Context: an optimization exercise on an open-source flow, tuned for small area, a short achievable clock period and few clock cycles. The choices shown serve that exercise and are no tape-out recipe. At most, simulation tests tie the RTL to the original design; equivalence was not proved. Function not checked in runs 6 and 7: the RTL went through the layout flow alone. Power figures rest on the tool's default switching activity, not on a simulated workload.

$ cat flow/design.v
`timescale 1ns / 1ps
module zhxpu_core(
	input clk,
	input rst,
	output wire [15:0] imem_addr,
	input [15:0] imem_rdata,
	input imem_ready,
	output wire [15:0] dmem_addr,
	output wire [15:0] dmem_wdata,
	output wire dmem_we,
	output wire dmem_re,
	input [15:0] dmem_rdata,
	input dmem_ready
);
	reg [15:0] pc;           
	reg [15:0] ir;           
	reg ir_sp, ir_ih, ir_ra;  
	reg [15:0] gpr [0:7];
	reg [15:0] sp, ih, ra;
	reg t;
	reg [15:0] ex_a, ex_b;   
	reg ex_cin;
	reg ex_and, ex_or, ex_shl, ex_sh, ex_arith;
	reg ex_ld, ex_st, ex_cmp, ex_wr, ex_br;
	reg [3:0] ex_dst;        
	wire ex_mem = ex_ld | ex_st;
	wire hold = !imem_ready || (ex_mem && !dmem_ready);
	wire [15:0] sum;
	zx_add16 u_alu_add(.a(ex_a), .b(ex_b), .cin(ex_cin), .s(sum));
	wire [15:0] add_p = ex_a ^ ex_b;
	wire [15:0] add_k = {ex_a[14:0] | ex_b[14:0], ex_cin};
	wire add_zero = &(add_p ~^ add_k);
	wire [15:0] b_rev;
	genvar gi;
	generate for (gi = 0; gi < 16; gi = gi + 1) begin : g_rev
		assign b_rev[gi] = ex_b[15 - gi];
	end endgenerate
	wire [15:0] sh_in = ex_shl ? b_rev : ex_b;
	wire fill = ex_arith & ex_b[15];
	wire big = |ex_a[15:4];
	wire [15:0] sh1 = ex_a[0] ? {fill, sh_in[15:1]} : sh_in;
	wire [15:0] sh2 = ex_a[1] ? {{2{fill}}, sh1[15:2]} : sh1;
	wire [15:0] sh4 = ex_a[2] ? {{4{fill}}, sh2[15:4]} : sh2;
	wire [15:0] sh8 = ex_a[3] ? {{8{fill}}, sh4[15:8]} : sh4;
	wire [15:0] shr = big ? {16{fill}} : sh8;
	wire [15:0] shr_rev;
	generate for (gi = 0; gi < 16; gi = gi + 1) begin : g_rev2
		assign shr_rev[gi] = shr[15 - gi];
	end endgenerate
	wire ex_add = !(ex_ld | ex_and | ex_or | ex_sh);
	wire [15:0] oth = ({16{ex_ld}} & dmem_rdata) | ({16{ex_and}} & (ex_a & ex_b))
		| ({16{ex_or}} & (ex_a | ex_b)) | ({16{ex_sh & ex_shl}} & shr_rev)
		| ({16{ex_sh & !ex_shl}} & shr);
	wire [15:0] ex_res = ex_add ? sum : oth;
	wire ex_zero = ex_add ? add_zero : ~|oth;
	wire ex_t = !add_zero;   
	assign dmem_addr = ex_a;
	assign dmem_wdata = ex_b;
	assign dmem_we = ex_st;
	assign dmem_re = ex_ld;
	always @(posedge clk) begin
		if (!hold) begin
			if (ex_wr) begin
				case (ex_dst)
					4'd8: sp <= ex_res;
					4'd9: ih <= ex_res;
					4'd10: ra <= ex_res;
					default: gpr[ex_dst[2:0]] <= ex_res;
				endcase
			end
			if (ex_cmp) t <= ex_t;
		end
	end
	wire [4:0] op = ir[15:11];
	wire [2:0] rx = ir[10:8];
	wire [2:0] ry = ir[7:5];
	wire [2:0] rz = ir[4:2];
	wire i_addiu  = op == 5'b01001;
	wire i_addiu3 = op == 5'b01000;
	wire g_01100  = op == 5'b01100;
	wire i_addsp  = g_01100 && rx == 3'b011;
	wire i_bteqz  = g_01100 && rx == 3'b000;
	wire i_btnez  = g_01100 && rx == 3'b001;
	wire i_mtsp   = g_01100 && rx == 3'b100;
	wire g_11100  = op == 5'b11100;        
	wire i_subu   = g_11100 && ir[1];
	wire g_11101  = op == 5'b11101;
	wire i_and    = g_11101 && ir[4:0] == 5'b01100;
	wire i_or     = g_11101 && ir[4:0] == 5'b01101;
	wire i_cmp    = g_11101 && ir[4:0] == 5'b01010;
	wire i_srav   = g_11101 && ir[4:0] == 5'b00111;
	wire g_jmp    = g_11101 && ir[4:0] == 5'b00000;
	wire i_mfpc   = g_jmp && ry == 3'b010;
	wire i_jalr   = g_jmp && ry == 3'b110;
	wire i_jrra   = g_jmp && ry == 3'b001;
	wire i_jr     = g_jmp && ry == 3'b000;
	wire i_b      = op == 5'b00010;
	wire i_beqz   = op == 5'b00100;
	wire i_bnez   = op == 5'b00101;
	wire i_li     = op == 5'b01101;
	wire i_move   = op == 5'b01111;
	wire i_lw     = op == 5'b10011;
	wire i_lwsp   = op == 5'b10010;
	wire i_sw     = op == 5'b11011;
	wire i_swsp   = op == 5'b11010;
	wire g_11110  = op == 5'b11110;
	wire i_mfih   = g_11110 && !ir[0];
	wire i_mtih   = g_11110 && ir[0];
	wire g_shift  = op == 5'b00110;        
	wire use_sp = ir_sp;
	wire i_mem = i_lw | i_lwsp | i_sw | i_swsp;
	wire br_jump = i_jr | i_jalr | i_jrra;
	wire d_br = i_b | i_beqz | i_bnez | i_bteqz | i_btnez | br_jump;
	wire ir_spec = ir_sp | ir_ih | ir_ra;
	wire [2:0] b_idx = i_swsp ? rx : ry;
	reg [15:0] a_gpr, b_reg;
	integer ri;
	always @(*) begin
		a_gpr = 16'b0;
		b_reg = 16'b0;
		for (ri = 0; ri < 8; ri = ri + 1) begin
			a_gpr = a_gpr | (gpr[ri] & {16{rx == ri}});
			b_reg = b_reg | (gpr[ri] & {16{b_idx == ri}});
		end
	end
	wire [15:0] a_reg = ({16{!ir_spec}} & a_gpr) | ({16{ir_sp}} & sp) | ({16{ir_ih}} & ih) | ({16{ir_ra}} & ra);
	wire ex_wr_gpr = ex_wr && !ex_dst[3];
	wire fwd_a = ir_sp ? (ex_wr && ex_dst == 4'd8) :
		ir_ih ? (ex_wr && ex_dst == 4'd9) :
		ir_ra ? (ex_wr && ex_dst == 4'd10) :
		(ex_wr_gpr && ex_dst[2:0] == rx);
	wire fwd_b = ex_wr_gpr && ex_dst[2:0] == b_idx;
	wire [15:0] a_val = fwd_a ? ex_res : a_reg;
	wire [15:0] b_val = fwd_b ? ex_res : b_reg;
	wire t_val = ex_cmp ? ex_t : t;
	wire [15:0] sext8 = {{8{ir[7]}}, ir[7:0]};
	wire [15:0] sext4 = {{12{ir[3]}}, ir[3:0]};
	wire [15:0] sext5 = {{11{ir[4]}}, ir[4:0]};
	wire [15:0] sext11 = {{5{ir[10]}}, ir[10:0]};
	wire [3:0] shamt = (ir[4:2] == 3'b000) ? 4'd8 : {1'b0, ir[4:2]};
	wire br_rel = i_b | i_beqz | i_bnez | i_bteqz | i_btnez;
	wire [15:0] tgt_base = br_rel ? pc : a_reg;
	wire off5 = i_lw | i_sw;
	wire [15:0] tgt_off = ({16{i_b}} & sext11) | ({16{off5}} & sext5) | ({16{!i_b & !off5}} & sext8);
	wire [15:0] agu;
	zx_add16 u_agu(.a(tgt_base), .b(tgt_off), .cin(1'b0), .s(agu));
	wire ex_slow = ex_sh | ex_ld;
	wire stall = fwd_a && (i_mem || ((i_beqz | i_bnez | br_jump) && ex_slow));
	wire a_zero = fwd_a ? ex_zero : (a_reg == 16'b0);
	wire taken = i_b | (i_beqz & a_zero) | (i_bnez & !a_zero)
		| (i_bteqz & !t_val) | (i_btnez & t_val) | br_jump;
	wire [15:0] br_target = agu;
	wire [15:0] pc_inc = pc + 16'd1;
	wire [15:0] br_dest = br_jump ? a_val : br_target;
	wire [15:0] pc_next = taken ? br_dest : pc_inc;
	wire i_addu_subu = g_11100;
	wire s1_a = i_addiu | i_addiu3 | i_addsp | g_11100 | i_and | i_or | i_cmp | i_srav
		| i_mfih | i_mtih;
	wire s1_agu = i_mem;
	wire s1_pc = d_br | (i_mfpc & !ex_br);
	wire s1_exa = i_mfpc & ex_br;
	wire s1_sh = g_shift;
	wire s2_b = i_mtsp | (g_11100 & !i_subu) | i_and | i_or | i_srav | g_shift | i_move
		| i_sw | i_swsp;
	wire s2_nb = i_subu | i_cmp;
	wire s2_i8 = i_addiu | i_addsp;
	wire s2_i4 = i_addiu3;
	wire s2_z8 = i_li;
	wire [15:0] op1 = ({16{s1_a}} & a_val) | ({16{s1_agu}} & agu) | ({16{s1_pc}} & pc)
		| ({16{s1_exa}} & ex_a) | ({12'b0, {4{s1_sh}} & shamt});
	wire [15:0] op2 = ({16{s2_b}} & b_val) | ({16{s2_nb}} & ~b_val) | ({16{s2_i8}} & sext8)
		| ({16{s2_i4}} & sext4) | ({8'b0, {8{s2_z8}} & ir[7:0]});
	wire d_cin = s2_nb | s1_exa;
	wire d_and = i_and;
	wire d_or = i_or;
	wire d_sh = i_srav | g_shift;
	wire d_shl = g_shift & !ir[1];
	wire d_arith = i_srav | (g_shift & ir[0]);
	wire d_ld = i_lw | i_lwsp;
	wire d_st = i_sw | i_swsp;
	wire d_cmp = i_cmp;
	wire d_wr = i_addiu | i_addiu3 | i_addsp | i_mtsp | g_11100 | i_and | i_or | i_srav
		| g_shift | i_mfpc | i_jalr | i_li | i_move | i_mfih | i_mtih | i_lw | i_lwsp;
	reg [3:0] d_dst;
	always @(*) begin
		if (i_addsp | i_mtsp) d_dst = 4'd8;
		else if (i_mtih) d_dst = 4'd9;
		else if (i_jalr) d_dst = 4'd10;
		else if (i_addiu3 | i_srav | i_lw) d_dst = {1'b0, ry};
		else if (g_11100) d_dst = {1'b0, rz};
		else d_dst = {1'b0, rx};
	end
	wire [4:0] f_op = imem_rdata[15:11];
	wire f_sp = (f_op == 5'b01100 && imem_rdata[10:8] == 3'b011) || f_op == 5'b10010 || f_op == 5'b11010;
	wire f_ih = f_op == 5'b11110 && !imem_rdata[0];
	wire f_ra = f_op == 5'b11101 && imem_rdata[7:5] == 3'b001 && imem_rdata[4:0] == 5'b00000;
	assign imem_addr = pc;
	always @(posedge clk) begin
		if (!rst) begin
			pc <= 16'b0;
			ir <= 16'b0;
			ir_sp <= 1'b0; ir_ih <= 1'b0; ir_ra <= 1'b0;
		end else if (!hold && !stall) begin
			pc <= pc_next;
			ir <= imem_rdata;
			ir_sp <= f_sp; ir_ih <= f_ih; ir_ra <= f_ra;
		end
	end
	always @(posedge clk) begin
		if (!rst) begin
			ex_ld <= 1'b0; ex_st <= 1'b0; ex_cmp <= 1'b0; ex_wr <= 1'b0;
			ex_br <= 1'b0;
		end else if (!hold) begin
			ex_ld <= d_ld & !stall;
			ex_st <= d_st & !stall;
			ex_cmp <= d_cmp & !stall;
			ex_wr <= d_wr & !stall;
			ex_br <= d_br & !stall;
		end
	end
	always @(posedge clk) begin
		if (!hold) begin
			ex_a <= op1; ex_b <= op2; ex_cin <= d_cin;
			ex_and <= d_and; ex_or <= d_or; ex_shl <= d_shl;
			ex_sh <= d_sh; ex_arith <= d_arith; ex_dst <= d_dst;
		end
	end
endmodule
module zx_add16(
	input [15:0] a,
	input [15:0] b,
	input cin,
	output [15:0] s
);
	wire [15:0] p = a ^ b;
	wire [15:0] g0 = a & b;
	wire [15:0] g = {g0[15:1], g0[0] | (p[0] & cin)};
	wire [15:0] g1, p1, g2, p2, g3, p3, g4, p4;
	genvar i;
	generate for (i = 0; i < 16; i = i + 1) begin : lvl
		if (i % 2 == 1) begin
			assign g1[i] = g[i] | (p[i] & g[i - 1]);
			assign p1[i] = p[i] & p[i - 1];
		end else begin
			assign g1[i] = g[i];
			assign p1[i] = p[i];
		end
		if (i % 4 >= 2) begin
			assign g2[i] = g1[i] | (p1[i] & g1[(i / 4) * 4 + 1]);
			assign p2[i] = p1[i] & p1[(i / 4) * 4 + 1];
		end else begin
			assign g2[i] = g1[i];
			assign p2[i] = p1[i];
		end
		if (i % 8 >= 4) begin
			assign g3[i] = g2[i] | (p2[i] & g2[(i / 8) * 8 + 3]);
			assign p3[i] = p2[i] & p2[(i / 8) * 8 + 3];
		end else begin
			assign g3[i] = g2[i];
			assign p3[i] = p2[i];
		end
		if (i >= 8) begin
			assign g4[i] = g3[i] | (p3[i] & g3[7]);
			assign p4[i] = p3[i] & p3[7];
		end else begin
			assign g4[i] = g3[i];
			assign p4[i] = p3[i];
		end
	end endgenerate
	assign s = p ^ {g4[14:0], cin};
endmodule
$ cat flow/flow/run.sh
#!/bin/bash
set -euo pipefail
bash standard.sh SETUP_SLACK_MARGIN=6 finish > standard_flow.log 2>&1
$ cat flow/standard.sh
#!/bin/bash
# synth_recipe.tcl (not shown) runs the flow's synth.tcl, then flattens the netlist and writes it again
# the make line also repeats each setting of config.mk as NAME=value (left out here)
make -C /OpenROAD-flow-scripts/flow DESIGN_CONFIG=/design/flow/config.mk WORK_HOME=/design/flow/orfs CLKGATE_MAP_FILE= SYNTH_SCRIPT=/design/flow/synth_recipe.tcl "${@:-finish}"
$ cat flow/config.mk
export PLATFORM = sky130hd
export DESIGN_NAME = zhxpu_core
export DESIGN_NICKNAME = zhxpu_core
export VERILOG_FILES = /design/flow/design.v
export SDC_FILE = /design/flow/constraint.sdc
export NUM_CORES = 4
export LEC_CHECK = 0
export ABC_AREA = 1
export CAP_MARGIN = 20
export CORE_MARGIN = 2
export CORE_UTILIZATION = 60
export CTS_BUF_LIST = sky130_fd_sc_hd__clkbuf_8
export SETUP_SLACK_MARGIN = 5
export SLEW_MARGIN = 20
export TNS_END_PERCENT = 10
$ cat flow/constraint.sdc
create_clock -name core_clock -period 9.0 [get_ports {clk}]
set_input_delay 1.8000 -clock core_clock [delete_from_list [all_inputs] [get_ports {clk}]]
set_output_delay 1.8000 -clock core_clock [all_outputs]
set_load 0.01 [all_outputs]
==> results of run 1 <==
power groups by stage:
stage          combinational [mW]  clock (mW)  sequential (mW)
3_3_place_gp                0.812           0             1.47
4_1_cts                      1.02       0.995             1.43
2_1_floorplan               0.545           0             1.43
3_5_place_dp                0.824           0             1.47
5_1_grt                      1.21        1.05             1.44
6_report                     1.16        1.02             1.44
placed cells by master, fill, tap and decap left out, drive strengths merged, types with 2 or more instances in the layout:
master           n
and2             2
o211ai          35
nor2           150
buf            225
nand4           42
a22oi            9
inv            267
dlygate4sd2      4
clkdlybuf4s50   67
a21oi          116
bufinv           2
a221oi          24
nand2          495
o22ai           42
clkinv          13
a211oi           7
clkinvlp        12
xor2            27
nand3          203
clkbuf          48
mux2i            2
nor4            11
o221ai          11
o21a             2
nor3            19
xnor2           13
a31oi            3
dfxtp           40
o2111ai         14
edfxtp         219
o21ai          114
or2              6
a41oi            3
ha              47
fa               9
clkdlybuf4s15    6
kinds of logic after synthesis:
group / share of synthesized area (%)
and+or+nand+nor: 24.6
muxes: 0.123
xor gates and xnor gates: 2.15
buffers and inverters: 8.45
AOI/OAI and AO/OA: 14.7
adders and majority gates: 4.71
DFF: 45.2
area by class of cell:
cell class                      count  area [µm²]  share of cell area (%)
Clock inverter                     30         200                   0.949
Inverter                          264        1100                    5.20
Multi-Input combinational cell   1417        8540                    40.5
Clock buffer                       44         606                    2.87
Antenna cell                        1        2.50                  0.0119
Tap cell                          341         427                    2.02
Sequential cell                   259        7400                    35.1
Timing Repair Buffer              307        2820                    13.3
metrics by stage:
step / cell area, µm² / cells / utilization [%] / worst slack, ns / power [mW]
floorplan: 16500 / 2014 / - / 5.33 / 1.98
global placement: 17500 / 2379 / 65.3 / 4.28 / 2.28
detailed placement: 17500 / 2379 / 65.3 / 4.16 / 2.29
CTS: 20700 / 2639 / 77.2 / 5.08 / 3.45
global route: 21100 / 2662 / 78.7 / 4.65 / 3.70
finish: 21100 / 2663 / 78.7 / 4.70 / 3.61
worst max-delay path by stage:
stage / from / endpoint / depth (start not counted)
finish: ir[8]$_SDFFE_PN0P_ / ex_a[15]$_DFFE_PN_ / 22
global route: ir[9]$_SDFFE_PN0P_ / ex_a[8]$_DFFE_PN_ / 23
CTS: ir[13]$_SDFFE_PN0P_ / ex_a[11]$_DFFE_PN_ / 24
detailed placement: ex_a[2]$_DFFE_PN_ / ex_b[8]$_DFFE_PN_ / 17
global placement: ex_a[2]$_DFFE_PN_ / pc[8]$_SDFFE_PN0P_ / 21
floorplan: ir[11]$_SDFFE_PN0P_ / ex_a[8]$_DFFE_PN_ / 25
what timing repair did:
action	4_1_cts	5_1_grt
gates resized for setup	263	49
buffers inserted	179	20
setup endpoints to repair	425	362
gates cloned	7	3
pin swaps	135	33
metal layers:
layer | GRT usage [%] | share of wire [%]
met1 | 55.9 | 32
met4 | 36.0 | 10
met2 | 75.6 | 43
met5 | 0 | 0.019
met3 | 14.8 | 14
state kept, by name, indices dropped and copies added (netlist names), 4 cells and up:
signal  count
ex_b       16
ex_a       16
ir         16
ra         16
pc         16
sp         16
ih         16
ex_dst      4
gpr       128
worst max-delay path: cells and delay by family (launching register included):
kind	cells	cell delay, ns
adder cells (fa/ha/maj)	1	0.32
flip-flops	1	0.42
AO/OA/AOI/OAI	3	0.73
AND/OR/NAND/NOR	13	1.90
buffers and inverters	5	0.66
==> metrics.csv, run 1 <==
metric,value,unit
io-pin-count,86,
antenna_found_initial,1,
ys_ff_latch,259,
core_area,26800,µm²
cp.required,9.32,ns
cts_tree,done,
cp_slowest_cell,nand4_1,
worst_r2r_endpoint,ex_a[15]$_DFFE_PN_,
drc,0,
internal_power,2.30,mW
clock_skew,0.0658,ns
switching_power,1.30,mW
syn_avg_cell_area,8.10,µm²
grt_pass1_vias,17200,
clkPwrFrac,28.2,%
die_y,169,µm
swShare,36.1,%
synth_edf_count,219,
fmax,233,MHz
arrival,4.62,ns
initial_core_util,60.9,%
port_buffers,85,
yosysUniqueCellTypes,60,
cts.htree.levels,2,
fin_crit_sh,47.8,%
synth_cells,2014,
routed_wl,69800,µm
drive_above_1_share,22.0,%
worstSetupStartpointType,register,
combPwrFrac,32.0,%
nFillCells,1762,
clk_pin_slew_worst_paths,0.06,ns
cap_violations,0,
ys_seq_area_share,45.2,%
grt_pass1_wl,102000,µm
status,finished clean,
first_iter_violations,2801,
r2r_setup_slack,4.70,ns
vias_per_cell,6.73,
cts_root_buf,clkbuf_8,
synth_area,16300,µm²
async_reset_ff_share,0,%
hold_buffers,0,
ys_warn_count,1,
finalSetupViolations,0,
yosys-top-cells-area,"edfxtp_1 40%, nand2_1 11%, nand3_1 5.9%",
end_kind,register,
worstMarginPinSlew,1.06,ns
r2r_cells,22,
p_leak,8.71,nW
timing.slew.headroom,29.0,%
max_stage_delay,0.48,ns
die_x,169,µm
grt_util_all_layers,48.2,%
final_hold_viol_count,0,
worstPathMaxFanout,6,
clock_latency,0.61,ns
firstDrtPassIters,9,
drtAntennaViolNets,0,
maxSlewViolCount,0,
synthTopCellsByCount,"492 x nand2_1, 243 x inv_1, 219 x edfxtp_1",
hold_start,ex_st$_SDFFE_PN0N_,
dp_hpwl,41900,µm
syn-num-nets,2106,
rsz0062_at_grt,yes,
min_path_type,register to register,
ir_worst_vdd,0.000190,V
finalNetCount,2382,
synth_ff_type,edfxtp_1,
layout_min_cycle_time,4.30,ns
power_frac_seq,39.8,%
grt_max_degree,48,
cts_buffers,41,
yosysTopAreaCell,edfxtp_1,
dieArea,28500,µm²
gp_congestion,1.03,
hold_depth,2,
cellPowerDensity,171,nW/µm²
syn_to_final_growth,29.2,%
num_rows,60,
via_count,17900,
holdWs,0.477,ns
clock_path_buffers,3,
rr_startpoint,ir[8]$_SDFFE_PN0P_,
critical_path.cell_chain,clkinvlp_4 -> nand3_4 -> clkinvlp_4 -> buf_6 -> buf_6 -> a21oi_2 -> nand4_1 -> nand2_1 -> nand4_1 -> o21ai_2 -> inv_1 -> ha_2 -> nand2_2 -> nor2_2 -> nand2_2 -> nand2_4 -> nand3_4 -> nand2_4 -> nand2_2 -> nand2_2 -> nand2_2 -> a311o_1,
hold_end,ex_st$_SDFFE_PN0N_,
cts_sinks,259,
path_common_cell,nand2_2,
synth_top_area_share,40.3,%
synth.most_common_cell,nand2_1,
path_class,register to register,
grt_overflow,0,
fin_tns_setup,0,ns
wire_per_inst,26.2,µm
Testbench counts, summed over its fixed seeds: cycles 41,488.
==> run 2, diff against run 1 <==
==> flow/flow/run.sh (replaced) <==
#!/bin/bash
set -euo pipefail
bash standard.sh "BUFFER_PORTS_ARGS=-buffer_cell sky130_fd_sc_hd__buf_1" finish > standard_flow.log 2>&1
==> run 2 against run 1 <==
  * Still clean on timing, DRC and antenna
  * Clock-buffer cell count stayed put
  * Synthesized cell count stayed put
  * Core utilization fell by 9.2 points
  * Power down 6.2%
  * Global-route usage is 7.8 points lower
  * Clock power barely moved
  * Setup slack improved by 0.16 ns
  * Register-to-register slack better by 0.20 ns
  * Combinational power down 21%
  * Critical endpoint is now gpr[6][11]$_DFFE_PP_
  * Highest routed layer is now met4
==> metrics.csv, run 2 <==
metric,value,unit,change
drtAntennaViolNets,0,,unchanged
post-route-util,69.5,%,-9.2 points
status,finished clean,,
end_kind,register,,
ys_warn_count,1,,unchanged
ys_seq_area_share,45.2,%,unchanged
fmax,242,MHz,+3.9%
synth_top_area_share,40.3,%,unchanged
via_count,16000,,-11%
clk_pin_slew_worst_paths,0.06,ns,about the same
first_iter_violations,2188,,-22%
synth_cells,2014,,unchanged
gp_congestion,1.09,,+5.4%
placed_area,16900,µm²,-3.4%
antenna_found_initial,0,,-1
clock_latency,0.59,ns,-0.02 ns
synth.most_common_cell,nand2_1,,
yosysTopAreaCell,edfxtp_1,,
holdWs,0.485,ns,+0.00816 ns
num_rows,60,,unchanged
routed_wl,58200,µm,-17%
syn_avg_cell_area,8.10,µm²,unchanged
cts_buffers,42,,+2.4%
cts_tree,done,,
ir_worst_vdd,0.000201,V,+5.4%
layout_common_cells,"481 x nand2_1, 247 x inv_1, 219 x edfxtp_1, 184 x nand3_1, 141 x nor2_1",,
multiInputGateArea,7850,µm²,-8.2%
cts_root_buf,clkbuf_8,,
synth_area,16300,µm²,unchanged
clock_skew,0.0278,ns,-0.0380 ns
largest_reg_flops,128,,unchanged
diodes,0,,-1
maxSlewViolCount,0,,unchanged
finalSetupViolations,0,,unchanged
cp.required,9.26,ns,-0.06 ns
yosysUniqueCellTypes,60,,unchanged
core_area,26800,µm²,unchanged
seq_area,7400,µm²,about the same
min_path_type,register to register,,
die_x,169,µm,unchanged
yosys-top-cells-area,"edfxtp_1 40%, nand2_1 11%, nand3_1 5.9%",,
arrival,4.40,ns,-0.22 ns
cellPowerDensity,182,nW/µm²,+6.2%
final_common_cell,nand2_1,,
async_reset_ff_share,0,%,unchanged
firstDrtPassIters,6,,-3
final_hold_viol_count,0,,unchanged
path_class,primary input to register,,
wire_per_inst,22.9,µm,-12%
dp_hpwl,40800,µm,-2.6%
vias_per_cell,6.30,,-6.4%
grt_overflow,0,,unchanged
finalNetCount,2255,,-5.3%
initial_core_util,60.9,%,unchanged
drc,0,,unchanged
synth_ff_type,edfxtp_1,,
grt_pass1_vias,14700,,-14%
final_cell_area,18600,µm²,-12%
timing.slew.headroom,28.4,%,-0.59 points
cap_violations,0,,unchanged
worstSetupStartpointType,primary input,,
worstMarginPinSlew,1.07,ns,+0.0127 ns
ys_ff_latch,259,,unchanged
die_y,169,µm,unchanged
p_leak,7.68,nW,-12%
synthTopCellsByCount,"492 x nand2_1, 243 x inv_1, 219 x edfxtp_1",,
synth_edf_count,219,,unchanged
rsz0062_at_grt,yes,,
grt_pass1_wl,86000,µm,-16%
grt_max_degree,48,,unchanged
io-pin-count,86,,unchanged
drive_above_1_share,12.1,%,-9.9 points
cts_sinks,259,,unchanged
syn-num-nets,2106,,unchanged
clock_path_buffers,3,,unchanged
layout_min_cycle_time,4.14,ns,-0.161 ns
cts.htree.levels,2,,unchanged
grt_util_all_layers,40.4,%,-7.8 points
syn_to_final_growth,14.1,%,
nFillCells,2250,,+28%
dieArea,28500,µm²,unchanged
fin_tns_setup,0,ns,unchanged
fin_crit_sh,46.0,%,-1.8 points
port_buffers,85,,unchanged
worstPathMaxFanout,47,,+41
run 2: cell counts after synthesis:
Identical to the previous run, type by type.
run 2: per-stage QoR:
step           std cells  worst slack [ns]  power [mW]
2_1_floorplan       2014              4.88        1.96
3_3_place_gp        2389              4.37        2.24
3_5_place_dp        2389              4.20        2.25
4_1_cts             2504              4.92        3.30
5_1_grt             2536              4.74        3.51
6_report            2536              4.86        3.38
run 2: cell families after synthesis:
kind of cell    count (synthesis)  share of synthesized area, %
simple gates                  926                          24.6
fa+ha+maj                      56                          4.71
mux                             2                         0.123
flops                         259                          45.2
xor+xnor                       40                          2.15
compound gates                388                          14.7
buf+inv                       343                          8.45
run 2: worst paths after layout:
kind | from | endpoint | slack, ns | depth (start not counted)
worst min-delay path | ex_st$_SDFFE_PN0N_ | ex_st$_SDFFE_PN0N_ | 0.48 | 2
worst min register to register | ex_st$_SDFFE_PN0N_ | ex_st$_SDFFE_PN0N_ | 0.48 | 2
worst max register to register | ir[12]$_SDFFE_PN0P_ | ex_b[0]$_DFFE_PN_ | 4.90 | 15
worst max-delay path | dmem_ready | gpr[6][11]$_DFFE_PP_ | 4.86 | 9
run 2: worst max-delay path: stages:
cell        delay (ns)
buf_1             0.06
o21ai_1           0.06
buf_4             0.18
clkinvlp_4        0.70
nand2_1           0.12
a211oi_1          0.28
nand2_1           0.17
nor2_1            0.67
buf_4             0.34
run 2: timing repair:
item | in CTS | in global routing
cloned | 1 | 0
buffers inserted | 38 | 32
hold buffers | 0 | 0
pin swaps | 8 | 29
endpoints found under the hold margin | 0 | 0
endpoints found under the setup margin | 62 | 52
gates resized for setup | 56 | 48
run 2: area by class of cell:
cell class                      count  share of cell area, %
Sequential cell                   259                   39.7
Multi-Input combinational cell   1412                   42.1
Clock buffer                       44                   3.25
Inverter                          264                   5.60
Timing Repair Buffer              184                   5.76
Clock inverter                     32                   1.24
Tap cell                          341                   2.29
run 2: routing by layer:
layer	up-vias	global-route usage [%]	wire [µm]
li1	7265	-	-
met1	7384	50.3	21600
met2	1061	64.8	26200
met3	257	8.79	6220
met4	0	24.7	4110
met5	-	0	0
run 2: power breakdown:
group          leakage (nW)  switching (mW)  internal, mW
sequential             2.36          0.0632          1.37
clock                 0.476           0.482         0.544
combinational          4.84           0.628         0.294
==> run 3, diff against run 2 <==
==> flow/flow/run.sh (replaced) <==
#!/bin/bash
set -euo pipefail
bash standard.sh "BUFFER_PORTS_ARGS=-buffer_cell sky130_fd_sc_hd__buf_2" SETUP_SLACK_MARGIN=5.5 finish > standard_flow.log 2>&1
==> run 3 against run 2 <==
  * Combinational power grew 5.5%
  * Fmax increased by 0.46%
  * Clock power is essentially flat
  * Sequential share of layout area shrank 0.84 points
  * Critical endpoint is now pc[15]$_SDFFE_PN0P_
  * Largest power group unchanged
==> metrics.csv, run 3 <==
metric,value,unit,change
status,finished clean,,
final_common_cell,nand2_1,,
synthMuxAreaShare,0.123,%,unchanged
maxSlewViolCount,0,,unchanged
cts_buffers,43,,+2.4%
grt_overflow,0,,unchanged
fmax,243,MHz,+0.46%
cellPowerDensity,181,nW/µm²,-0.18%
via_count,16600,,+4.0%
largest_reg_flops,128,,unchanged
cap_violations,0,,unchanged
timing.slew.headroom,20.4,%,-8.1 points
arrival,4.55,ns,+0.15 ns
die_y,169,µm,unchanged
end_kind,register,,
syn-num-nets,2106,,unchanged
drc,0,,unchanged
cts_tree,done,,
placed_area,17100,µm²,+1.0%
cp_top_family,simple AND/OR/NAND/NOR gates,,
synth_top_area_share,40.3,%,unchanged
fin_crit_sh,45.8,%,-0.21 points
multiInputGateArea,8120,µm²,+3.5%
wire_per_inst,24.5,µm,+6.6%
drtAntennaViolNets,0,,unchanged
grt_max_degree,48,,unchanged
placedCellCount,2377,,-0.50%
p_leak,8.02,nW,+4.4%
yosysUniqueCellTypes,60,,unchanged
first_iter_violations,2405,,+9.9%
ys_seq_area_share,45.2,%,unchanged
clock_skew,0.0348,ns,+0.00698 ns
dp_slack,4.27,ns,+0.0703 ns
synth.most_common_cell,nand2_1,,
finalNetCount,2255,,unchanged
synth_area,16300,µm²,unchanged
async_reset_ff_share,0,%,unchanged
layout_common_cells,"473 x nand2_1, 244 x inv_1, 219 x edfxtp_1, 181 x nand3_1, 130 x nor2_1",,
synth_edf_count,219,,unchanged
clock_latency,0.59,ns,about the same
grt_util_all_layers,42.5,%,+2.1 points
gp_congestion,1.00,,-8.0%
syn_avg_cell_area,8.10,µm²,unchanged
r2r_setup_slack,4.88,ns,-0.02 ns
initial_core_util,60.9,%,unchanged
port_buffers,85,,unchanged
die_x,169,µm,unchanged
yosys-top-cells-area,"edfxtp_1 40%, nand2_1 11%, nand3_1 5.9%",,
finalSetupViolations,0,,unchanged
layout_min_cycle_time,4.12,ns,-0.0190 ns
routed_wl,62100,µm,+6.7%
path_class,register to register,,
ys_ff_latch,259,,unchanged
antenna_found_initial,0,,unchanged
synthTopCellsByCount,"492 x nand2_1, 243 x inv_1, 219 x edfxtp_1",,
worstMarginPinSlew,1.19,ns,+0.121 ns
yosysTopAreaCell,edfxtp_1,,
synth_xor_area_share,2.15,%,unchanged
min_path_type,register to register,,
synth-compound-area-share,14.7,%,unchanged
drive_above_1_share,18.0,%,+5.9 points
rr_startpoint,ir[8]$_SDFFE_PN0P_,,
vias_per_cell,6.54,,+3.9%
synth_fa_ha_area_share,4.71,%,unchanged
nFillCells,2104,,-6.5%
synth_top_family_by_area,simple AND/OR/NAND/NOR gates,,
ir_worst_vdd,0.000154,V,-23%
path_depth,31,,+22
dieArea,28500,µm²,unchanged
cp_slowest_cell,dfxtp_4,,
crit_path_start,ir[8]$_SDFFE_PN0P_,,
cts_root_buf,clkbuf_8,,
clk_pin_slew_worst_paths,0.06,ns,about the same
io-pin-count,86,,unchanged
worstPathMaxFanout,6,,-87%
final_hold_viol_count,0,,unchanged
worst-path-buf-inv,3,,-1
diodes,0,,unchanged
max_stage_delay,0.39,ns,-0.31 ns
syn_to_final_growth,16.6,%,
worst_slack,4.88,ns,+0.0190 ns
grt_pass1_wl,91000,µm,+5.7%
fin_tns_setup,0,ns,unchanged
critPathCapture,pc[15]$_SDFFE_PN0P_,,
cp.required,9.43,ns,+0.17 ns
worstSetupStartpointType,register,,
grt_pass1_vias,15500,,+5.4%
holdWs,0.480,ns,-0.00517 ns
path_common_cell,nand2_2,,
ys_warn_count,1,,unchanged
clock_path_buffers,3,,unchanged
rsz0062_at_grt,yes,,
synth_cells,2014,,unchanged
firstDrtPassIters,6,,unchanged
cts_sinks,259,,unchanged
dp_hpwl,42100,µm,+3.2%
fin_cells,2537,,+0.039%
final_cell_area,19000,µm²,+2.2%
cts.htree.levels,2,,unchanged
core_area,26800,µm²,unchanged
worst_r2r_endpoint,pc[15]$_SDFFE_PN0P_,,
seq_area,7400,µm²,about the same
synth_ff_type,edfxtp_1,,
num_rows,60,,unchanged
synthSimpleGateAreaFrac,24.6,%,unchanged
r2r_cells,31,,+16
==> run 3: cell counts after synthesis <==
No cell type changed its count.
==> run 3: cells by family (layout without fill, tap and decap cells) <==
family | after synthesis | count (layout)
AOI/OAI and AO/OA | 388 | 389
adders and majority gates | 56 | 56
xor gates and xnor gates | 40 | 40
DFF | 259 | 259
muxes | 2 | 2
buffers and inverters | 343 | 522
and+or+nand+nor | 926 | 928
==> run 3: metal layers <==
layer | part of all wire [%] | GRT usage [%] | vias to the layer above
li1 | - | - | 7279
met1 | 36 | 54.5 | 7685
met2 | 44 | 66.4 | 1317
met3 | 13 | 10.4 | 321
met4 | 6.6 | 24.1 | 0
met5 | 0 | 0 | -
==> run 3: area by class of cell <==
cell class / count / area share (%)
clock buffers: 43 / 3.11
clock inverters: 35 / 1.26
inverters: 264 / 5.50
multi-input cells: 1415 / 42.7
flip-flops and latches: 259 / 38.9
well taps: 341 / 2.24
repair buffers: 180 / 6.34
==> run 3: what timing repair did <==
action	4_1_cts	5_1_grt
setup endpoints to repair	344	190
pin swaps	35	23
gates cloned	4	0
buffers inserted	53	24
resized for setup	102	29
hold buffers	0	0
==> run 3: per-stage QoR <==
stage | total power [mW] | util (%)
after global routing | 3.56 | 71.0
final | 3.45 | 71.0
after CTS | 3.36 | 69.9
after global placement | 2.25 | 63.6
after floorplan | 1.98 | -
after detailed placement | 2.26 | 63.7
==> run 3: report_power, final <==
group / switching (mW) / internal, mW / total [mW]
logic: 0.657 / 0.317 / 0.973
clock network: 0.503 / 0.539 / 1.04
registers: 0.0644 / 1.37 / 1.43
total: 1.22 / 2.23 / 3.45
==> run 3: how the worst min path moves through the flow <==
stage / from / depth (start not counted) / end / slack [ns]
3_3_place_gp: ex_st$_SDFFE_PN0N_ / 2 / ex_st$_SDFFE_PN0N_ / 0.47
5_1_grt: ex_st$_SDFFE_PN0N_ / 2 / ex_st$_SDFFE_PN0N_ / 0.51
4_1_cts: ex_st$_SDFFE_PN0N_ / 2 / ex_st$_SDFFE_PN0N_ / 0.48
3_5_place_dp: ex_st$_SDFFE_PN0N_ / 2 / ex_st$_SDFFE_PN0N_ / 0.47
6_report: ex_st$_SDFFE_PN0N_ / 2 / ex_st$_SDFFE_PN0N_ / 0.48
2_1_floorplan: ir_ih$_SDFFE_PN0P_ / 2 / ir_ih$_SDFFE_PN0P_ / 0.44
==> run 3: tightest hold or removal path: cells and delay by family (launching register included) <==
kind	cells	cell delay (ns)
and+or+nand+nor	1	0.06
DFF	1	0.32
AOI/OAI and AO/OA	1	0.05
==> run 4, diff against run 3 <==
==> flow/flow/run.sh (replaced) <==
#!/bin/bash
set -euo pipefail
bash standard.sh "BUFFER_PORTS_ARGS=-buffer_cell sky130_fd_sc_hd__buf_2" finish > standard_flow.log 2>&1
--- a/flow/config.mk
+++ b/flow/config.mk
@@ -9,7 +9,7 @@
 export CAP_MARGIN = 20
 export CORE_MARGIN = 2
 export CORE_UTILIZATION = 60
-export CTS_BUF_LIST = sky130_fd_sc_hd__clkbuf_8
+export CTS_BUF_LIST = sky130_fd_sc_hd__clkbuf_4 sky130_fd_sc_hd__clkbuf_8
 export SETUP_SLACK_MARGIN = 5
 export SLEW_MARGIN = 20
 export TNS_END_PERCENT = 10
==> run 4 against run 3 <==
  * Clock-buffer cell count rose by 12
  * Final cell count shrank 0.32%
  * Sequential share of layout area grew 0.47 points
  * Register-to-register slack improved by 0.17 ns
  * Combinational power shrank 4.8%
  * Power decreased by 1.1%
  * Hold slack worse by 0.0037 ns
  * Final area is 1.2% lower
  * Global-route usage shrank 2.5 points
  * Core utilization decreased by 0.87 points
  * Wire length is 6.2% lower
  * Setup slack better by 0.11 ns
  * Largest cell class unchanged
  * Largest power group unchanged
==> metrics.csv, run 4 <==
metric,value,unit,change
synth_edf_count,219,,unchanged
syn-num-nets,2106,,unchanged
die_x,169,µm,unchanged
die_y,169,µm,unchanged
yosys-top-cells-area,"edfxtp_1 40%, nand2_1 11%, nand3_1 5.9%",,
first_iter_violations,2102,,-13%
cap_violations,0,,unchanged
synthTopCellsByCount,"492 x nand2_1, 243 x inv_1, 219 x edfxtp_1",,
routed_wl,58200,µm,-6.2%
synth_fa_ha_area_share,4.71,%,unchanged
grt_pass1_wl,85800,µm,-5.7%
clkPwrFrac,30.7,%,+0.5 points
final_common_cell,nand2_1,,
critical_path.cell_chain,buf_2 -> o21ai_1 -> buf_4 -> clkinvlp_4 -> buf_4 -> nand2_1 -> a211oi_1 -> nand2_1 -> nor2_1 -> buf_4,,
synth-compound-area-share,14.7,%,unchanged
synthMuxAreaShare,0.123,%,unchanged
clock_skew,0.0351,ns,+0.000383 ns
arrival,4.25,ns,-0.30 ns
grt_overflow,0,,unchanged
status,finished clean,,
via_count,15900,,-4.0%
seq_area,7400,µm²,about the same
min_path_type,register to register,,
firstDrtPassIters,6,,unchanged
wire_per_inst,23.0,µm,-5.9%
grt_pass1_vias,14800,,-4.9%
synth_cells,2014,,unchanged
syn_avg_cell_area,8.10,µm²,unchanged
path_class,primary input to register,,
end_kind,register,,
dp_hpwl,42100,µm,about the same
combPwrFrac,27.1,%,-1.1 points
initial_core_util,60.9,%,unchanged
clock_latency,0.57,ns,-0.02 ns
cts_buffers,43,,unchanged
nFillCells,2215,,+5.3%
cp.required,9.25,ns,-0.18 ns
worst-path-buf-inv,5,,+2
layout_min_cycle_time,4.00,ns,-0.114 ns
worstPathMaxFanout,47,,+41
rsz0062_at_grt,yes,,
vias_per_cell,6.30,,-3.7%
antenna_found_initial,0,,unchanged
finalNetCount,2247,,-0.35%
async_reset_ff_share,0,%,unchanged
layout_common_cells,"479 x nand2_1, 231 x inv_1, 219 x edfxtp_1, 179 x nand3_1, 140 x nor2_1",,
synth_ff_type,edfxtp_1,,
port_buffers,85,,unchanged
grt_util_all_layers,40.0,%,-2.5 points
multiInputGateArea,7900,µm²,-2.7%
power_frac_seq,42.2,%,+0.6 points
worst_slack,5.00,ns,+0.114 ns
fmax,250,MHz,+2.8%
num_rows,60,,unchanged
rr_startpoint,ir[9]$_SDFFE_PN0P_,,
swShare,34.3,%,-1.2 points
synth_top_area_share,40.3,%,unchanged
ys_ff_latch,259,,unchanged
cts_tree,done,,
clock_path_buffers,3,,unchanged
ir_worst_vdd,0.000166,V,+7.9%
yosysTopAreaCell,edfxtp_1,,
drtAntennaViolNets,0,,unchanged
max_stage_delay,0.65,ns,+0.26 ns
ys_seq_area_share,45.2,%,unchanged
cts_root_buf,clkbuf_8,,
drive_above_1_share,16.9,%,-1.1 points
grt_max_degree,48,,unchanged
p_leak,7.88,nW,-1.7%
dp_slack,4.17,ns,-0.101 ns
synth_top_family_by_area,simple AND/OR/NAND/NOR gates,,
cts_sinks,259,,unchanged
worstSetupStartpointType,primary input,,
cts.htree.levels,2,,unchanged
gp_congestion,1.07,,+6.4%
cp_top_family,buffers and inverters,,
path_common_cell,buf_4,,
cellPowerDensity,181,nW/µm²,about the same
fin_crit_sh,44.5,%,-1.3 points
worstMarginPinSlew,1.02,ns,-0.174 ns
core_area,26800,µm²,unchanged
maxSlewViolCount,0,,unchanged
dieArea,28500,µm²,unchanged
syn_to_final_growth,15.2,%,
timing.slew.headroom,31.9,%,+11 points
hold_buffers,0,,unchanged
cp_slowest_cell,nor2_1,,
synth.most_common_cell,nand2_1,,
synthSimpleGateAreaFrac,24.6,%,unchanged
yosysUniqueCellTypes,60,,unchanged
crit_path_start,dmem_ready,,
synth_area,16300,µm²,unchanged
ys_warn_count,1,,unchanged
synth_xor_area_share,2.15,%,unchanged
fin_tns_setup,0,ns,unchanged
internal_power,2.24,mW,+0.72%
io-pin-count,86,,unchanged
switching_power,1.17,mW,-4.5%
drc,0,,unchanged
diodes,0,,unchanged
hold_start,ex_st$_SDFFE_PN0N_,,
final_hold_viol_count,0,,unchanged
largest_reg_flops,128,,unchanged
clk_pin_slew_worst_paths,0.06,ns,about the same
finalSetupViolations,0,,unchanged
==> run 4: final timing paths <==
path / endpoint / slack (ns) / depth (start not counted)
worst max-delay path: gpr[0][1]$_DFFE_PP_ / 5.00 / 10
worst min-delay path: ex_st$_SDFFE_PN0N_ / 0.48 / 2
worst max register to register: ex_a[15]$_DFFE_PN_ / 5.05 / 25
worst min register to register: ex_st$_SDFFE_PN0N_ / 0.48 / 2
==> run 4: what timing repair did <==
item,in CTS,in global routing
cloned,1,1
buffers inserted,21,41
gates resized for setup,48,81
setup endpoints to repair,75,61
pin swaps,4,35
==> run 4: final cells by class <==
type                    count  area share (%)
flip-flops and latches    259            39.4
clock inverters            23           0.938
repair buffers            174            6.14
well taps                 341            2.27
clock buffers              55            3.69
multi-input cells        1413            42.0
inverters                 264            5.58
==> run 4: power by group through the flow <==
| stage | registers [mW] | clock network, mW | logic (mW) |
|---|---|---|---|
| 6_report | 1.44 | 1.05 | 0.926 |
| 5_1_grt | 1.44 | 1.11 | 0.990 |
| 4_1_cts | 1.44 | 1.05 | 0.830 |
| 3_5_place_dp | 1.47 | 0 | 0.793 |
| 3_3_place_gp | 1.46 | 0 | 0.782 |
| 2_1_floorplan | 1.43 | 0 | 0.531 |
==> run 4: routing by layer <==
metal,GRT usage (%),part of all wire [%]
met5,0,0
met1,50.2,36
met3,8.23,11
met4,24.0,7.4
met2,64.3,46
==> run 4: logic make-up after synthesis <==
kind of cell    Yosys count
simple gates            926
xor+xnor                 40
fa+ha+maj                56
buf+inv                 343
mux                       2
flops                   259
compound gates          388
==> run 4: worst reg2reg max path: stages (launching register included) <==
cell        delay, ns
dfxtp_4          0.43
buf_4            0.20
nand3_4          0.13
clkinvlp_4       0.11
buf_4            0.18
nand2_1          0.07
nand4_1          0.20
nand2_1          0.08
nand4_1          0.07
buf_4            0.15
o21ai_2          0.07
fa_2             0.41
o21ai_2          0.22
nand3_2          0.11
nand2_2          0.09
a21o_1           0.15
nand2_1          0.07
nand2_2          0.08
nand2_1          0.06
nand2_2          0.10
nand3_2          0.08
nand2_2          0.11
nand2_2          0.07
nand2_1          0.08
nand2_2          0.06
a311o_1          0.34
==> run 4: through the flow <==
stage | total power [mW] | hold WS, ns | std cells | util, % | cell area [µm²]
after floorplan | 1.96 | 0.443 | 2014 | - | 16300
after global placement | 2.25 | 0.467 | 2386 | 63.4 | 17000
after detailed placement | 2.26 | 0.471 | 2387 | 63.5 | 17000
after CTS | 3.32 | 0.480 | 2487 | 68.0 | 18200
after global routing | 3.54 | 0.501 | 2529 | 70.1 | 18800
final | 3.41 | 0.476 | 2529 | 70.1 | 18800
==> run 5, diff against run 4 <==
--- a/flow/config.mk
+++ b/flow/config.mk
@@ -9,7 +9,7 @@
 export CAP_MARGIN = 20
 export CORE_MARGIN = 2
 export CORE_UTILIZATION = 60
-export CTS_BUF_LIST = sky130_fd_sc_hd__clkbuf_4 sky130_fd_sc_hd__clkbuf_8
+export CTS_BUF_LIST = sky130_fd_sc_hd__clkbuf_8
 export SETUP_SLACK_MARGIN = 5
 export SLEW_MARGIN = 20
 export TNS_END_PERCENT = 10
==> run 5 against run 4 <==
  * Clock-buffer cell count fell by 10
  * Clock skew about the same
  * Non-clock buffer count down 2
  * Register-to-register slack about the same
  * Sequential power about the same
  * Sequential cell count unchanged
  * Combinational power shrank 0.8%
  * Final cell count shrank 0.12%
  * Still clean
  * Via count down 0.19%
==> metrics.csv, run 5 <==
metric,value,unit,change
status,finished clean,,
grt_overflow,0,,unchanged
layout_common_cells,"478 x nand2_1, 242 x inv_1, 219 x edfxtp_1, 180 x nand3_1, 139 x nor2_1",,
antenna_found_initial,0,,unchanged
synth_edf_count,219,,unchanged
cp.required,9.25,ns,about the same
worstMarginPinSlew,1.02,ns,-0.00466 ns
end_kind,register,,
die_y,169,µm,unchanged
syn_to_final_growth,14.8,%,
grt_pass1_vias,14700,,-0.28%
drive_above_1_share,16.3,%,-0.57 points
yosysTopAreaCell,edfxtp_1,,
cts_sinks,259,,unchanged
die_x,169,µm,unchanged
grt_max_degree,48,,unchanged
clk_pin_slew_worst_paths,0.06,ns,about the same
core_area,26800,µm²,unchanged
io-pin-count,86,,unchanged
clock_path_buffers,3,,unchanged
ir_worst_vdd,0.000177,V,+6.6%
p_total,3.37,mW,-1.3%
syn-num-nets,2106,,unchanged
yosys-top-cells-area,"edfxtp_1 40%, nand2_1 11%, nand3_1 5.9%",,
holdWs,0.477,ns,+0.000617 ns
synth_cells,2014,,unchanged
finalNetCount,2244,,-0.13%
firstDrtPassIters,6,,unchanged
diodes,0,,unchanged
synth_ff_type,edfxtp_1,,
cts_root_buf,clkbuf_8,,
worstSetupStartpointType,primary input,,
path_common_cell,buf_4,,
first_iter_violations,2006,,-4.6%
synthTopCellsByCount,"492 x nand2_1, 243 x inv_1, 219 x edfxtp_1",,
grt_pass1_wl,85600,µm,-0.26%
nFillCells,2219,,+0.18%
ys_ff_latch,259,,unchanged
via_count,15900,,-0.19%
drtAntennaViolNets,0,,unchanged
syn_avg_cell_area,8.10,µm²,unchanged
fin_crit_sh,44.4,%,-0.12 points
num_rows,60,,unchanged
cts_tree,done,,
routed_wl,57800,µm,-0.63%
path_class,primary input to register,,
synth_top_area_share,40.3,%,unchanged
wire_per_inst,22.9,µm,-0.52%
cts_buffers,43,,unchanged
grt_util_all_layers,39.9,%,-0.10 points
cellPowerDensity,180,nW/µm²,-0.96%
worst_slack,5.01,ns,+0.0107 ns
initial_core_util,60.9,%,unchanged
p_leak,7.89,nW,about the same
ys_seq_area_share,45.2,%,unchanged
port_buffers,85,,unchanged
final_common_cell,nand2_1,,
gp_congestion,1.07,,unchanged
dieArea,28500,µm²,unchanged
fmax,250,MHz,+0.27%
clock_latency,0.57,ns,about the same
drc,0,,unchanged
timing.slew.headroom,32.2,%,+0.31 points
dp_slack,4.17,ns,unchanged
ys_warn_count,1,,unchanged
critical_path.cell_chain,buf_2 -> o21ai_1 -> buf_4 -> clkinvlp_4 -> buf_4 -> nand2_1 -> a211oi_1 -> nand2_1 -> nor2_1 -> buf_4,,
fin_tns_setup,0,ns,unchanged
max_stage_delay,0.63,ns,-0.02 ns
clock_skew,0.0356,ns,+0.000411 ns
min_path_type,register to register,,
maxSlewViolCount,0,,unchanged
largest_reg_flops,128,,unchanged
cp_slowest_cell,nor2_1,,
synth_area,16300,µm²,unchanged
arrival,4.24,ns,about the same
cts.htree.levels,2,,unchanged
vias_per_cell,6.30,,about the same
yosysUniqueCellTypes,60,,unchanged
dp_hpwl,42100,µm,unchanged
finalSetupViolations,0,,unchanged
synth.most_common_cell,nand2_1,,
rsz0062_at_grt,yes,,
worstPathMaxFanout,47,,unchanged
layout_min_cycle_time,3.99,ns,-0.0107 ns
final_hold_viol_count,0,,unchanged
async_reset_ff_share,0,%,unchanged
cap_violations,0,,unchanged
==> run 5: cell count changes in the layout (fill, tap and decap cells not counted), moves of 2 or more <==
| cell | delta |
|---|---|
| inv_1 | +11 |
| clkbuf_4 | -10 |
| nand3_2 | -3 |
| buf_4 | -2 |
==> run 5: repair_timing <==
item                                    in CTS  in global routing
hold buffers                                 0                  0
buffers inserted                            21                 39
endpoints found under the setup margin      75                 61
resized for setup                           48                 81
pin swaps                                    4                 38
gates cloned                                 1                  0
==> run 5: kinds of logic after synthesis <==
logic type	share of synthesized area [%]
simple gates	24.6
compound gates	14.7
xor+xnor	2.15
mux	0.123
fa+ha+maj	4.71
buf+inv	8.45
flops	45.2
==> run 5: layout make-up <==
| class | instances | area [µm²] | area share [%] |
|---|---|---|---|
| inverter | 264 | 1040 | 5.56 |
| tap | 341 | 427 | 2.28 |
| sequential | 259 | 7400 | 39.5 |
| timing repair buffer | 172 | 1130 | 6.06 |
| clock inverter | 33 | 214 | 1.14 |
| clock buffer | 45 | 619 | 3.31 |
| multi-input combinational | 1412 | 7900 | 42.2 |
==> run 5: metal layers <==
layer,vias up,part of all wire (%),GRT usage (%)
li1,7244,-,-
met3,255,11,7.76
met5,-,0,0
met2,1053,46,63.9
met1,7351,37,50.4
met4,0,7.0,24.3
==> run 5: stage by stage <==
step / instances / utilization (%) / instance area (µm²)
after floorplan: 2014 / - / 16300
after global placement: 2386 / 63.4 / 17000
after detailed placement: 2387 / 63.5 / 17000
after CTS: 2487 / 67.8 / 18200
after global routing: 2526 / 69.9 / 18700
final: 2526 / 69.9 / 18700
==> run 5: critical path: cells and delay by family <==
family,cells,cell delay [ns]
AND/OR/NAND/NOR,3,0.91
AO/OA/AOI/OAI,2,0.33
buffers and inverters,5,1.17
==> run 5: worst paths after layout <==
kind / depth (start not counted) / endpoint / from / slack (ns)
hold / removal: 2 / ex_st$_SDFFE_PN0N_ / ex_st$_SDFFE_PN0N_ / 0.48
setup / recovery: 10 / gpr[0][2]$_DFFE_PP_ / dmem_ready / 5.01
hold reg to reg: 2 / ex_st$_SDFFE_PN0N_ / ex_st$_SDFFE_PN0N_ / 0.48
setup reg to reg: 16 / ex_a[2]$_DFFE_PN_ / ir[9]$_SDFFE_PN0P_ / 5.05
==> run 5: where the power goes <==
group	switching (mW)	total [mW]	internal [mW]
Clock	0.482	1.01	0.527
Combinational	0.619	0.919	0.300
Sequential	0.0677	1.44	1.37
Total	1.17	3.37	2.20
==> run 6, diff against run 5 <==
--- a/flow/design.v
+++ b/flow/design.v
@@ -59,17 +59,15 @@
 	assign dmem_we = ex_st;
 	assign dmem_re = ex_ld;
 	always @(posedge clk) begin
-		if (!hold) begin
-			if (ex_wr) begin
-				case (ex_dst)
-					4'd8: sp <= ex_res;
-					4'd9: ih <= ex_res;
-					4'd10: ra <= ex_res;
-					default: gpr[ex_dst[2:0]] <= ex_res;
-				endcase
-			end
-			if (ex_cmp) t <= ex_t;
-		end
+		if (ex_wr) begin
+			case (ex_dst)
+				4'd8: sp <= ex_res;
+				4'd9: ih <= ex_res;
+				4'd10: ra <= ex_res;
+				default: gpr[ex_dst[2:0]] <= ex_res;
+			endcase
+		end
+		if (ex_cmp) t <= ex_t;
 	end
 	wire [4:0] op = ir[15:11];
 	wire [2:0] rx = ir[10:8];
==> run 6 against run 5 <==
  * Fmax fell by 2.8%
  * Still clean
  * Setup slack got worse by 0.12 ns
  * Largest power group unchanged
  * Sequential power barely moved
  * Non-clock buffer count fell by 10
  * Critical path type is now register to register
  * Critical path depth rose by 11
  * Synthesized cell count fell by 0.50%
  * Hold slack improved by 0.015 ns
  * Wire length rose by 5.0%
==> metrics.csv, run 6 <==
metric,value,unit,change
grt_overflow,0,,unchanged
cts_root_buf,clkbuf_8,,
worst_slack,4.89,ns,-0.116 ns
internal_power,2.13,mW,-3.2%
grt_util_all_layers,41.5,%,+1.6 points
nFillCells,2218,,-0.045%
finalNetCount,2226,,-0.80%
die_y,170,µm,+0.79%
io-pin-count,86,,unchanged
hold_buffers,0,,unchanged
fin_cells,2507,,-0.75%
min_path_type,register to register,,
clock_skew,0.0632,ns,+0.0277 ns
dp_slack,4.21,ns,+0.0424 ns
swShare,36.5,%,+1.7 points
synth_area,16600,µm²,+1.6%
ys_ff_latch,259,,unchanged
worstPathMaxFanout,10,,-79%
largest_reg_flops,128,,unchanged
final_hold_viol_count,0,,unchanged
end_kind,register,,
wire_per_inst,24.2,µm,+5.8%
clkPwrFrac,28.3,%,-1.7 points
routed_wl,60700,µm,+5.0%
fin_crit_sh,45.7,%,+1.3 points
status,finished clean,,
drtAntennaViolNets,0,,unchanged
clock_latency,0.61,ns,+0.04 ns
worstSetupStartpointType,register,,
port_buffers,85,,unchanged
syn-num-nets,2096,,-0.47%
ir_worst_vdd,0.000160,V,-9.6%
layout_common_cells,"459 x nand2_1, 255 x inv_1, 218 x edfxtp_1, 175 x nand3_1, 133 x nor2_1",,
final_common_cell,nand2_1,,
diodes,0,,unchanged
antenna_found_initial,1,,+1
first_iter_violations,2332,,+16%
initial_core_util,61.4,%,+0.48 points
ys_seq_area_share,44.4,%,-0.79 points
synth_ff_type,edfxtp_1,,
clock_path_buffers,3,,unchanged
die_x,170,µm,+0.79%
firstDrtPassIters,8,,+2
grt_max_degree,51,,+6.3%
worstMarginPinSlew,1.16,ns,+0.145 ns
fin_tns_setup,0,ns,unchanged
drc,0,,unchanged
drive_above_1_share,16.1,%,-0.23 points
vias_per_cell,6.49,,+3.1%
cap_violations,0,,unchanged
num_rows,60,,unchanged
clk_pin_slew_worst_paths,0.06,ns,about the same
via_count,16300,,+2.3%
cts_sinks,259,,unchanged
syn_avg_cell_area,8.28,µm²,+2.1%
power_frac_seq,43.2,%,+0.5 points
switching_power,1.22,mW,+4.4%
post-route-util,69.0,%,-0.95 points
core_area,27000,µm²,+0.84%
syn_to_final_growth,12.3,%,
synth_top_area_share,39.5,%,-0.83 points
cts_tree,done,,
rsz0062_at_grt,yes,,
placedCellCount,2374,,-0.54%
cellPowerDensity,180,nW/µm²,about the same
dieArea,29000,µm²,+1.6%
yosysTopAreaCell,edfxtp_1,,
synth_edf_count,218,,-0.46%
synth_cells,2004,,-0.50%
grt_pass1_wl,89000,µm,+4.0%
dp_hpwl,42200,µm,+0.20%
synth.most_common_cell,nand2_1,,
p_leak,7.93,nW,+0.57%
gp_congestion,1.05,,-1.9%
ys_warn_count,1,,unchanged
maxSlewViolCount,0,,unchanged
path_class,register to register,,
layout_min_cycle_time,4.11,ns,+0.116 ns
yosys-top-cells-area,"edfxtp_1 39%, nand2_1 11%, nand3_1 5.4%",,
finalSetupViolations,0,,unchanged
cts.htree.levels,2,,unchanged
async_reset_ff_share,0,%,unchanged
yosysUniqueCellTypes,62,,+3.3%
cp.required,9.30,ns,+0.05 ns
grt_pass1_vias,15200,,+2.9%
cts_buffers,43,,unchanged
timing.slew.headroom,22.3,%,-9.9 points
synthTopCellsByCount,"476 x nand2_1, 238 x inv_1, 218 x edfxtp_1",,
combPwrFrac,28.5,%,+1.2 points
fmax,243,MHz,-2.8%
arrival,4.42,ns,+0.18 ns
==> run 6: cell types whose count changed after synthesis, sizes merged, moves of 5 or more <==
cell     change
a21oi        -8
buf          +5
clkbuf       -5
nand2        -5
nand4        +9
nor2        -10
nor3         +5
o2111ai      -6
o211ai       -6
o21ai       -14
==> run 6: cell type report <==
| class | count | area, µm² | area share [%] |
|---|---|---|---|
| clock buffer | 43 | 592 | 3.18 |
| clock inverter | 34 | 161 | 0.866 |
| inverter | 265 | 1040 | 5.59 |
| multi-input combinational | 1401 | 7960 | 42.7 |
| sequential | 259 | 7390 | 39.6 |
| tap | 341 | 427 | 2.29 |
| timing repair buffer | 162 | 1050 | 5.63 |
| timing repair inverter | 2 | 13.8 | 0.0739 |
==> run 6: cells by family after synthesis <==
family          after synthesis  share of synthesized area [%]
simple gates                925                           25.2
fa+ha+maj                    56                           4.63
xor+xnor                     44                           2.32
flops                       259                           44.4
compound gates              374                           14.3
buf+inv                     344                           8.98
mux                           2                          0.121
==> run 6: through the flow <==
stage | power, mW | instance area, µm² | hold slack [ns]
2_1_floorplan | 2.00 | 16600 | 0.445
3_3_place_gp | 2.29 | 17200 | 0.484
3_5_place_dp | 2.30 | 17200 | 0.479
4_1_cts | 3.27 | 18400 | 0.487
5_1_grt | 3.46 | 18600 | 0.522
6_report | 3.35 | 18600 | 0.492
==> run 6: what timing repair did <==
| action | 4_1_cts | 5_1_grt |
|---|---|---|
| setup endpoints to repair | 97 | 46 |
| pin swaps | 9 | 18 |
| setup buffers | 37 | 16 |
| hold endpoints to repair | 0 | 0 |
| gates cloned | 2 | 1 |
| gates resized for setup | 46 | 38 |
==> run 6: critical path, cell delays in order, from the launching register on <==
cell and delay [ns]:
dfxtp_4 0.43, buf_4 0.15, nand3_4 0.15, inv_2 0.28, a22oi_1 0.15, nand4_1 0.23
nand2_1 0.08, nand2_1 0.25, o21ai_1 0.14, fa_2 0.42, o21ai_2 0.19, nand3_2 0.09
nand2_2 0.07, nand2_2 0.05, nand2_2 0.09, nand2_2 0.05, nand2_2 0.09, inv_1 0.07
fa_1 0.55, o22ai_1 0.09, a21oi_1 0.12, o21ai_0 0.11
==> run 6: worst paths after layout <==
path	startpoint	to	slack, ns	cells after the start
setup / recovery	ir[8]$_SDFFE_PN0P_	ex_a[8]$_DFFE_PN_	4.89	21
hold / removal	ex_br$_SDFFE_PN0N_	ex_br$_SDFFE_PN0N_	0.49	2
setup reg to reg	ir[8]$_SDFFE_PN0P_	ex_a[8]$_DFFE_PN_	4.89	21
hold reg to reg	ex_br$_SDFFE_PN0N_	ex_br$_SDFFE_PN0N_	0.49	2
==> run 6: power by group through the flow <==
stage          logic, mW  registers [mW]  clock network [mW]
2_1_floorplan      0.566            1.44                   0
3_3_place_gp       0.822            1.47                   0
3_5_place_dp       0.831            1.47                   0
4_1_cts            0.883            1.44               0.946
5_1_grt             1.02            1.45               0.998
6_report           0.953            1.45               0.949
==> run 6: per-layer routing <==
| layer | share of wire (%) | vias up | global-route usage, % |
|---|---|---|---|
| li1 | - | 7205 | - |
| met1 | 36 | 7554 | 51.8 |
| met2 | 46 | 1229 | 67.6 |
| met3 | 12 | 282 | 8.33 |
| met4 | 6.8 | 2 | 23.8 |
| met5 | 0.030 | - | 0 |
==> run 7, diff against run 6 <==
--- a/flow/design.v
+++ b/flow/design.v
@@ -15,6 +15,7 @@
 	reg [15:0] pc;           
 	reg [15:0] ir;           
 	reg ir_sp, ir_ih, ir_ra;  
+	reg [7:0] a_sel, b_sel;   
 	reg [15:0] gpr [0:7];
 	reg [15:0] sp, ih, ra;
 	reg t;
@@ -117,8 +118,8 @@
 		a_gpr = 16'b0;
 		b_reg = 16'b0;
 		for (ri = 0; ri < 8; ri = ri + 1) begin
-			a_gpr = a_gpr | (gpr[ri] & {16{rx == ri}});
-			b_reg = b_reg | (gpr[ri] & {16{b_idx == ri}});
+			a_gpr = a_gpr | (gpr[ri] & {16{a_sel[ri]}});
+			b_reg = b_reg | (gpr[ri] & {16{b_sel[ri]}});
 		end
 	end
 	wire [15:0] a_reg = ({16{!ir_spec}} & a_gpr) | ({16{ir_sp}} & sp) | ({16{ir_ih}} & ih) | ({16{ir_ra}} & ra);
@@ -192,6 +193,10 @@
 	wire f_sp = (f_op == 5'b01100 && imem_rdata[10:8] == 3'b011) || f_op == 5'b10010 || f_op == 5'b11010;
 	wire f_ih = f_op == 5'b11110 && !imem_rdata[0];
 	wire f_ra = f_op == 5'b11101 && imem_rdata[7:5] == 3'b001 && imem_rdata[4:0] == 5'b00000;
+	wire [4:0] fw_op = imem_rdata[15:11];
+	wire [2:0] f_bidx = (fw_op == 5'b11010) ? imem_rdata[10:8] : imem_rdata[7:5];
+	wire [7:0] f_asel = 8'b1 << imem_rdata[10:8];
+	wire [7:0] f_bsel = 8'b1 << f_bidx;
 	assign imem_addr = pc;
 	always @(posedge clk) begin
 		if (!rst) begin
@@ -199,6 +204,8 @@
 			ir <= 16'b0;
 			ir_sp <= 1'b0; ir_ih <= 1'b0; ir_ra <= 1'b0;
 		end else if (!hold && !stall) begin
+			a_sel <= f_asel;
+			b_sel <= f_bsel;
 			pc <= pc_next;
 			ir <= imem_rdata;
 			ir_sp <= f_sp; ir_ih <= f_ih; ir_ra <= f_ra;
==> run 7 against run 6 <==
  * Register-to-register slack better by 0.14 ns
  * Final cell count up 0.64%
  * Sequential cell count up 16
  * Synthesized area up 0.25%
  * Power up 0.20%
  * Still clean
  * Setup slack better by 0.14 ns
  * Clock power up 14%
  * Wire length down 6.2%
  * Critical path type unchanged
  * Non-clock buffer count up 4
==> metrics.csv, run 7 <==
metric,value,unit,change
hold_depth,2,,unchanged
cts_tree,done,,
maxSlewViolCount,0,,unchanged
routed_wl,57000,µm,-6.2%
rsz0062_at_grt,yes,,
port_buffers,85,,unchanged
dieArea,29100,µm²,+0.24%
arrival,4.48,ns,+0.06 ns
hold_buffers,0,,unchanged
die_y,170,µm,+0.12%
first_iter_violations,2373,,+1.8%
grt_overflow,0,,unchanged
timing.slew.headroom,36.2,%,+14 points
rr_startpoint,a_sel[1]$_SDFFCE_PP0P_,,
dp_slack,4.09,ns,-0.121 ns
fin_crit_sh,44.1,%,-1.5 points
worst_r2r_endpoint,pc[13]$_SDFFE_PN0P_,,
worstPathMaxFanout,4,,-6
ys_ff_latch,275,,+6.2%
via_count,16000,,-1.9%
async_reset_ff_share,0,%,unchanged
synth_edf_count,234,,+7.3%
gp_congestion,1.01,,-3.0%
syn_to_final_growth,14.0,%,
yosysUniqueCellTypes,61,,-1.6%
layout_common_cells,"538 x nand2_1, 234 x edfxtp_1, 198 x inv_1, 188 x nand3_1, 99 x o21ai_0",,
drc,0,,unchanged
worstMarginPinSlew,0.956,ns,-0.205 ns
hold_end,t$_DFF_P_,,
met1_length,21100,µm,-2.4%
p_leak,7.81,nW,-1.6%
final_common_cell,nand2_1,,
clock_latency,0.62,ns,about the same
layout_min_cycle_time,3.97,ns,-0.138 ns
cts_sinks,275,,+6.2%
drtAntennaViolNets,0,,unchanged
r2r_cells,24,,+14%
cts_root_buf,clkbuf_8,,
r2r_setup_slack,5.03,ns,+0.14 ns
synthTopCellsByCount,"547 x nand2_1, 234 x edfxtp_1, 192 x inv_1",,
core_area,27100,µm²,+0.28%
fmax,252,MHz,+3.5%
cellPowerDensity,177,nW/µm²,-1.5%
status,finished clean,,
io-pin-count,86,,unchanged
synth_ff_type,edfxtp_1,,
ir_worst_vdd,0.000190,V,+18%
wl_met3,6570,µm,-8.5%
grt_max_degree,45,,-12%
run 7: cell count changes in the layout (fill, tap and decap cells not counted), moves of 15 or more:
cell      before  now
a21oi_1      104   89
edfxtp_1     218  234
nand2_1      459  538
inv_1        255  198
o21ai_0       82   99
o22ai_1       42   14
nor2_1       133   96
run 7: repair_timing:
item                                    4_1_cts  5_1_grt
endpoints found under the hold margin         0        0
pin swaps                                    12       35
setup buffers                                32       17
cloned                                        2        0
gates resized for setup                      42       57
endpoints found under the setup margin       74       51
run 7: cells by family (layout without fill, tap and decap cells):
kind of cell    count (synthesis)  in the layout  share of synthesized area (%)
xor+xnor                       45             45                           2.37
buf+inv                       293            454                           7.09
flops                         275            275                           47.2
simple gates                  978            978                           25.9
compound gates                335            335                           12.4
mux                             8              8                          0.482
fa+ha+maj                      56             56                           4.62
run 7: area by class of cell:
cell class                      count  area, µm²  share of cell area (%)
Inverter                          207        791                    4.17
Tap cell                          372        465                    2.46
Clock inverter                     32        196                    1.04
Clock buffer                       49        674                    3.56
Timing Repair Buffer              166       1080                    5.71
Multi-Input combinational cell   1422       7890                    41.6
Sequential cell                   275       7860                    41.5
run 7: worst max-delay path, stage by stage (launching register included):
cell and delay (ns):
edfxtp_1 0.46, buf_4 0.19, buf_4 0.16, nand2_1 0.09
nand2_1 0.06, a21oi_1 0.12, nand4_1 0.10, o21ai_0 0.29
nand4_1 0.31, nand2_1 0.19, o21ai_0 0.11, ha_1 0.35
nand2_1 0.09, nor2_1 0.05, a211oi_1 0.21, a21boi_4 0.28
inv_2 0.05, a21oi_2 0.17, xnor2_2 0.14, nand2_1 0.08
o21ai_2 0.08, inv_1 0.05, nand2_1 0.07, nand3_2 0.07
a21oi_2 0.13
run 7: how the worst max path moves through the flow:
stage                                 from                  end  slack [ns]
floorplan              ir[14]$_SDFFE_PN0P_    ex_a[9]$_DFFE_PN_        4.82
global placement         ex_a[0]$_DFFE_PN_   pc[9]$_SDFFE_PN0P_        4.26
detailed placement       ex_a[0]$_DFFE_PN_   pc[9]$_SDFFE_PN0P_        4.09
CTS                      ex_a[2]$_DFFE_PN_   ex_b[14]$_DFFE_PN_        4.93
global route        a_sel[2]$_SDFFCE_PP0P_   pc[9]$_SDFFE_PN0P_        4.88
finish              a_sel[1]$_SDFFCE_PP0P_  pc[13]$_SDFFE_PN0P_        5.03
run 7: metal layers:
layer | up-vias | GRT usage [%]
met5 | - | 0
met4 | 0 | 19.6
met3 | 253 | 6.98
met2 | 1139 | 62.9
met1 | 7407 | 50.1
li1 | 7171 | -
run 7: through the flow:
step           total power [mW]  instances  utilization, %
2_1_floorplan              1.97       1990               -
4_1_cts                    3.29       2506            68.8
5_1_grt                    3.47       2523            69.9
3_5_place_dp               2.20       2391            64.1
3_3_place_gp               2.19       2391            64.1
6_report                   3.35       2523            69.9
run 7: power breakdown:
| group | switching (mW) | total [mW] | internal (mW) |
|---|---|---|---|
| clock | 0.539 | 1.08 | 0.542 |
| combinational | 0.492 | 0.749 | 0.256 |
| sequential | 0.0734 | 1.52 | 1.45 |

Setup slack of run 7, layout unchanged: 5.028 ns with ideal ports, 5.028 ns with driving cells assumed (clock clkbuf_16, inputs buf_2), 4.653 ns with port delays also shifted by the 0.635 ns mid clock arrival.
